This design comes from an exercise in tuning for small area, a short achievable clock period and few clock cycles per item on the open sky130 flow, not from production work.
Function was checked by simulation only, so behaviour that the tests miss may differ from the original.
No driver is modelled on the clock port, so clock power and skew are understated where the tree is cut down; a real chip needs a root buffer or a tree.
Power and IR drop assume default switching activity.

P:
==> flow/design.v (excerpt) <==
module Log2(
  input clk,
  input reset,
  input h,
  output reg flag,
  input [7:0] in,
  output reg [7:0] out
);
  reg busy;
  wire [7:0] lut;
  always @(posedge clk or posedge reset) begin
    if (reset) begin
      busy <= 1'b0;
      flag <= 1'b0;
    end else begin
      busy <= h;
      flag <= busy | (flag & ~h);
    end
  end
  always @(posedge clk) begin
    if (busy)
      out <= lut;
    else if (h | ~flag)
      out <= in;
  end
  log2_lut u_lut (.x(out), .y(lut));
endmodule
For scale: roughly 140 cells after synthesis, about 10 flip-flops, roughly 20 I/O pins, roughly 890 µm² of cells after synthesis.
Settings: LEC_CHECK=0, CAP_MARGIN=20, CORE_AREA=2.5 2.5 61.5 61.5, DIE_AREA=0 0 64 64, SLEW_MARGIN=20; clock period 10.0 ns.
standard.sh (not shown) runs the stock make flow with config.mk's settings and CLKGATE_MAP_FILE= SYNTH_SCRIPT=/design/flow/synth_recipe.tcl, a recipe that flattens the netlist after the stock synthesis.
==> flow/flow/run.sh <==
#!/bin/bash
# Standard ORFS layout with these changes:
#  - synthesis maps the logic with the ABC script in flow/abc_area.script
#    (same synthesis script otherwise, so registers keep their names and types);
#  - port buffers are sky130_fd_sc_hd__buf_1 instead of the default delay buffer;
#  - the clock tree is a single clkbuf_8 between the clock port and the ten
#    registers (all registers get the same clock arrival), instead of an H-tree.
set -euo pipefail
rm -rf myscripts
cp -r "$FLOW_HOME/scripts" myscripts
cp flow/abc_area.script myscripts/abc_area.script
python3 - <<'PY'
p = 'myscripts/cts.tcl'
s = open(p).read()
old = 'log_cmd clock_tree_synthesis {*}$cts_args'
assert old in s
new = '''# place the one clock buffer at the centre of the registers it drives
set clk_net [[ord::get_db_block] findNet clk]
set sx 0
set sy 0
set sn 0
foreach iterm [$clk_net getITerms] {
  lassign [[$iterm getInst] getLocation] ix iy
  set sx [expr {$sx + $ix}]
  set sy [expr {$sy + $iy}]
  incr sn
}
set cx [ord::dbu_to_microns [expr {$sx / $sn}]]
set cy [ord::dbu_to_microns [expr {$sy / $sn}]]
puts "clock buffer at $cx $cy for $sn registers"
log_cmd insert_buffer -buffer_cell sky130_fd_sc_hd__clkbuf_8 -net [get_nets clk] -location [list $cx $cy] -buffer_name clkbuf_root -net_name clk_root
set_propagated_clock [all_clocks]'''
open(p, 'w').write(s.replace(old, new))
PY
bash standard.sh synth ABC_AREA=1 SCRIPTS_DIR="$PWD/myscripts" > synth.log 2>&1
bash standard.sh finish SCRIPTS_DIR="$PWD/myscripts" "BUFFER_PORTS_ARGS=-buffer_cell sky130_fd_sc_hd__buf_1" > layout.log 2>&1
==> flow/flow/abc_area.script <==
strash
dch
map -D 1700
topo
upsize -D 2000
dnsize -D 2000
Testbench counts of P, summed over its fixed seeds: cycles 8,192, conversions 4,096.
The following lists how Q was set up differently from P:
==> flow/flow/abc_area.script <==
strash
dch
map -D 1400
topo
upsize -D 2000
dnsize -D 2000
Results
- For Q, the cell with the largest stage delay on the worst path was nor2_2, unlike P, where it was edfxtp_1.
- Q against P: global-route usage rose 1.4 points, post-route worst setup slack fell 0.22 ns, sum of internal, switching and leakage power rose 0.99%, cell count rose about 5.4%, clock share of power rose 0.2 points.
No run of this note takes its clock network from TritonCTS; it comes from the design's own scripts or RTL.

---

Another version of the RTL of Log2 (not shown whole).
For scale: about 10 flip-flops, ~930 um^2 of cells after synthesis.
==> flow/config.mk <==
export PLATFORM = sky130hd
export DESIGN_NAME = Log2
export DESIGN_NICKNAME = Log2
export VERILOG_FILES = /design/flow/design.v
export SDC_FILE = /design/flow/constraint.sdc
export NUM_CORES = 4
export LEC_CHECK = 0
export CAP_MARGIN = 20
export CORE_AREA = 2.5 2.5 61.5 61.5
export DIE_AREA = 0 0 64 64
export SLEW_MARGIN = 20
==> flow/constraint.sdc <==
create_clock -name core_clock -period 10.0 [get_ports {clk}]
set_input_delay 2.0000 -clock core_clock [delete_from_list [all_inputs] [get_ports {clk}]]
set_output_delay 2.0000 -clock core_clock [all_outputs]
set_load 0.01 [all_outputs]
==> flow/flow/run.sh <==
#!/bin/bash
# Standard ORFS layout with these changes:
#  - synthesis maps the logic with the ABC script in flow/abc_area.script
#    (same synthesis script otherwise, so registers keep their names and types);
#  - port buffers are sky130_fd_sc_hd__buf_1 instead of the default delay buffer;
#  - the clock tree is a single clkbuf_4 between the clock port and the ten
#    registers (all registers get the same clock arrival), instead of an H-tree.
set -euo pipefail
rm -rf myscripts
cp -r "$FLOW_HOME/scripts" myscripts
cp flow/abc_area.script myscripts/abc_area.script
python3 - <<'PY'
p = 'myscripts/cts.tcl'
s = open(p).read()
old = 'log_cmd clock_tree_synthesis {*}$cts_args'
assert old in s
new = '''# place the one clock buffer at the centre of the registers it drives
set clk_net [[ord::get_db_block] findNet clk]
set sx 0
set sy 0
set sn 0
foreach iterm [$clk_net getITerms] {
  lassign [[$iterm getInst] getLocation] ix iy
  set sx [expr {$sx + $ix}]
  set sy [expr {$sy + $iy}]
  incr sn
}
set cx [ord::dbu_to_microns [expr {$sx / $sn}]]
set cy [ord::dbu_to_microns [expr {$sy / $sn}]]
puts "clock buffer at $cx $cy for $sn registers"
log_cmd insert_buffer -buffer_cell sky130_fd_sc_hd__clkbuf_4 -net [get_nets clk] -location [list $cx $cy] -buffer_name clkbuf_root -net_name clk_root
set_propagated_clock [all_clocks]'''
open(p, 'w').write(s.replace(old, new))
PY
bash standard.sh synth ABC_AREA=1 SCRIPTS_DIR="$PWD/myscripts" > synth.log 2>&1
bash standard.sh finish SCRIPTS_DIR="$PWD/myscripts" "BUFFER_PORTS_ARGS=-buffer_cell sky130_fd_sc_hd__buf_1" > layout.log 2>&1
==> flow/flow/abc_area.script <==
strash
dch
map -D 1400
topo
buffer -p
upsize -D 1400
dnsize -D 1400
The starting point completed with no timing, DRC or antenna violations.
Testbench counts at the start, summed over its fixed seeds: cycles 8,192, conversions 4,096.
Next try:
--- a/flow/flow/run.sh
+++ b/flow/flow/run.sh
@@ -4,5 +4,5 @@
 #    (same synthesis script otherwise, so registers keep their names and types);
 #  - port buffers are sky130_fd_sc_hd__buf_1 instead of the default delay buffer;
-#  - the clock tree is a single clkbuf_4 between the clock port and the ten
+#  - the clock tree is a single clkbuf_8 between the clock port and the ten
 #    registers (all registers get the same clock arrival), instead of an H-tree.
 set -euo pipefail
@@ -29,5 +29,5 @@
 set cy [ord::dbu_to_microns [expr {$sy / $sn}]]
 puts "clock buffer at $cx $cy for $sn registers"
-log_cmd insert_buffer -buffer_cell sky130_fd_sc_hd__clkbuf_4 -net [get_nets clk] -location [list $cx $cy] -buffer_name clkbuf_root -net_name clk_root
+log_cmd insert_buffer -buffer_cell sky130_fd_sc_hd__clkbuf_8 -net [get_nets clk] -location [list $cx $cy] -buffer_name clkbuf_root -net_name clk_root
 set_propagated_clock [all_clocks]'''
 open(p, 'w').write(s.replace(old, new))
==> flow/flow/abc_area.script (replaced) <==
strash
dch
map -D 1300
topo
buffer -p
upsize -D 1300
dnsize -D 1300
Effect: The new run passed the timing, design-rule and antenna checks; die area is unchanged; routed wire length is higher by 18%; hold slack got worse by 0.010 ns; combinational power came out higher by about 8%; critical path depth came out lower by 1; setup slack improved by 0.026 ns; utilization grows by 2.9 points; clock power grows by 28%.
Next try:
==> flow/flow/run.sh (replaced) <==
#!/bin/bash
# Standard ORFS layout with these changes:
#  - synthesis maps the logic with the ABC script in flow/abc_area.script
#    (same synthesis script otherwise, so registers keep their names and types);
#  - port buffers are sky130_fd_sc_hd__buf_1 instead of the default delay buffer;
#  - extra make settings: 
set -euo pipefail
rm -rf myscripts
cp -r "$FLOW_HOME/scripts" myscripts
cp flow/abc_area.script myscripts/abc_area.script
bash standard.sh synth ABC_AREA=1 SCRIPTS_DIR="$PWD/myscripts" > synth.log 2>&1
bash standard.sh finish  "BUFFER_PORTS_ARGS=-buffer_cell sky130_fd_sc_hd__buf_1" > layout.log 2>&1
==> flow/flow/abc_area.script (replaced) <==
strash
dch
map -D 1600
topo
upsize -D 1600
dnsize -D 1600
Wire length is lower by 18%; clock skew stays flat; cell count is lower by 9.8%; sequential power drops by about 3%; clock power climbs by 89%; hold slack degrades by 0.0096 ns; total power fell by 2.4%; final area goes down by 12%; global-route usage goes down by 1.8 points; synthesized area came out lower by 16%; register-to-register slack gets worse by 0.32 ns.
Next try:
==> flow/flow/run.sh (replaced) <==
#!/bin/bash
# Standard ORFS layout with these changes:
#  - synthesis maps the logic with the ABC script in flow/abc_area.script
#    (same synthesis script otherwise, so registers keep their names and types);
#  - port buffers are sky130_fd_sc_hd__buf_1 instead of the default delay buffer;
#  - the clock tree is a single clkbuf_4 between the clock port and the ten
#    registers (all registers get the same clock arrival), instead of an H-tree.
set -euo pipefail
rm -rf myscripts
cp -r "$FLOW_HOME/scripts" myscripts
cp flow/abc_area.script myscripts/abc_area.script
python3 - <<'PY'
p = 'myscripts/cts.tcl'
s = open(p).read()
old = 'log_cmd clock_tree_synthesis {*}$cts_args'
assert old in s
new = '''set clk_loads {}
foreach pin [get_pins -of_objects [get_nets clk] -filter "direction == input"] { lappend clk_loads $pin }
log_cmd insert_buffer -buffer_cell sky130_fd_sc_hd__clkbuf_4 -net [get_nets clk] -buffer_name clkbuf_root -net_name clk_root
set_propagated_clock [all_clocks]'''
open(p, 'w').write(s.replace(old, new))
PY
bash standard.sh synth ABC_AREA=1 SCRIPTS_DIR="$PWD/myscripts" > synth.log 2>&1
bash standard.sh finish SCRIPTS_DIR="$PWD/myscripts" "BUFFER_PORTS_ARGS=-buffer_cell sky130_fd_sc_hd__buf_1" > layout.log 2>&1
==> flow/flow/abc_area.script (replaced) <==
strash
dch
map -D 1400
topo
buffer -p
upsize -D 1400
dnsize -D 1400
Outcome:
- The changed run completed with no timing, DRC or antenna violations
- flip-flop and latch count stays the same
- area after synthesis went up by 9.0%
- setup slack improves by 0.29 ns
Next try:
--- a/flow/flow/run.sh
+++ b/flow/flow/run.sh
@@ -4,5 +4,5 @@
 #    (same synthesis script otherwise, so registers keep their names and types);
 #  - port buffers are sky130_fd_sc_hd__buf_1 instead of the default delay buffer;
-#  - the clock tree is a single clkbuf_4 between the clock port and the ten
+#  - the clock tree is a single clkbuf_8 between the clock port and the ten
 #    registers (all registers get the same clock arrival), instead of an H-tree.
 set -euo pipefail
@@ -15,7 +15,19 @@
 old = 'log_cmd clock_tree_synthesis {*}$cts_args'
 assert old in s
-new = '''set clk_loads {}
-foreach pin [get_pins -of_objects [get_nets clk] -filter "direction == input"] { lappend clk_loads $pin }
-log_cmd insert_buffer -buffer_cell sky130_fd_sc_hd__clkbuf_4 -net [get_nets clk] -buffer_name clkbuf_root -net_name clk_root
+new = '''# place the one clock buffer at the centre of the registers it drives
+set clk_net [[ord::get_db_block] findNet clk]
+set sx 0
+set sy 0
+set sn 0
+foreach iterm [$clk_net getITerms] {
+  lassign [[$iterm getInst] getLocation] ix iy
+  set sx [expr {$sx + $ix}]
+  set sy [expr {$sy + $iy}]
+  incr sn
+}
+set cx [ord::dbu_to_microns [expr {$sx / $sn}]]
+set cy [ord::dbu_to_microns [expr {$sy / $sn}]]
+puts "clock buffer at $cx $cy for $sn registers"
+log_cmd insert_buffer -buffer_cell sky130_fd_sc_hd__clkbuf_8 -net [get_nets clk] -location [list $cx $cy] -buffer_name clkbuf_root -net_name clk_root
 set_propagated_clock [all_clocks]'''
 open(p, 'w').write(s.replace(old, new))
What happened:
- The new run passed the timing, design-rule and antenna checks
- register-to-register slack barely changes
- clock skew is about the same
- clock power is higher by 27%
- combinational power barely changes
- total power is higher by 2.4%
- global-route usage is higher by 0.11 points
- via count is higher by 1.4%
- hold slack is worse by 0.0057 ns
Next try:
==> flow/flow/run.sh (replaced) <==
#!/bin/bash
# Standard ORFS layout with these changes:
#  - synthesis maps the logic with the ABC script in flow/abc_area.script
#    (same synthesis script otherwise, so registers keep their names and types);
#  - port buffers are sky130_fd_sc_hd__buf_1 instead of the default delay buffer;
#  - extra make settings: 
set -euo pipefail
rm -rf myscripts
cp -r "$FLOW_HOME/scripts" myscripts
cp flow/abc_area.script myscripts/abc_area.script
bash standard.sh synth ABC_AREA=1 SCRIPTS_DIR="$PWD/myscripts" > synth.log 2>&1
bash standard.sh finish  "BUFFER_PORTS_ARGS=-buffer_cell sky130_fd_sc_hd__buf_1" > layout.log 2>&1
After rerunning: The new run finished clean; cell area is higher by 2.1%; total power is higher by about 9%; global-route usage is higher by 0.63 points; wire length is higher by about 1.4%; final cell count is higher by about 1.5%; clock power is higher by 88%; utilization is higher by 0.67 points; sequential power stays flat.
In the first, second, fourth and fifth runs of this note the design's own scripts or RTL, not TritonCTS, make the clock network.

[what the ideal ports hide]
The flow's constraints put no driver on any port. The routed layouts listed below were extracted and timed again, unchanged, in two steps.
Step 1 sets driving cells, clkbuf_16 on the clock port and buf_2 on the other inputs (assumed; they add their load-dependent delay and slew).
Step 2 moves the port delays by t, midway between the first and last clock arrival at a register: inputs arrive t later, outputs are due t later. That takes back most of the time a late clock gives input paths.
Three values: no drivers, after step 1, after step 2; two values: the first two.
run	t, ns	setup slack, ns	worst hold slack (ns)	worst setup path at the end	clock arrival spread, ns
P	0.144	7.046 / 7.046 / 7.046	0.546 / 0.546 / 0.546	register to register	0.000 / 0.001
Q	0.150	6.823 / 6.823 / 6.823	0.567 / 0.567 / 0.567	register to register	0.001 / 0.001
the first run of note 2	0.180	7.079 / 7.070 / 7.079	0.563 / 0.563 / 0.563	register to register	0.000 / 0.001
the second run of note 2	0.149	7.105 / 7.089 / 7.105	0.553 / 0.553 / 0.553	register to register	0.001 / 0.001
the third run of note 2	0.279	6.788 / 6.788 / 6.788	0.544 / 0.544 / 0.544	register to register	0.002 / 0.002
the fourth run of note 2	0.178	7.076 / 7.074 / 7.076	0.564 / 0.564 / 0.564	register to register	0.001 / 0.001
the fifth run of note 2	0.152	7.078 / 7.078 / 7.078	0.558 / 0.558 / 0.558	register to register	0.000 / 0.000
the sixth run of note 2	0.281	7.004 / 6.988 / 7.075	0.559 / 0.559 / 0.559	register to register	0.001 / 0.001
After both steps every run listed still meets setup and hold.
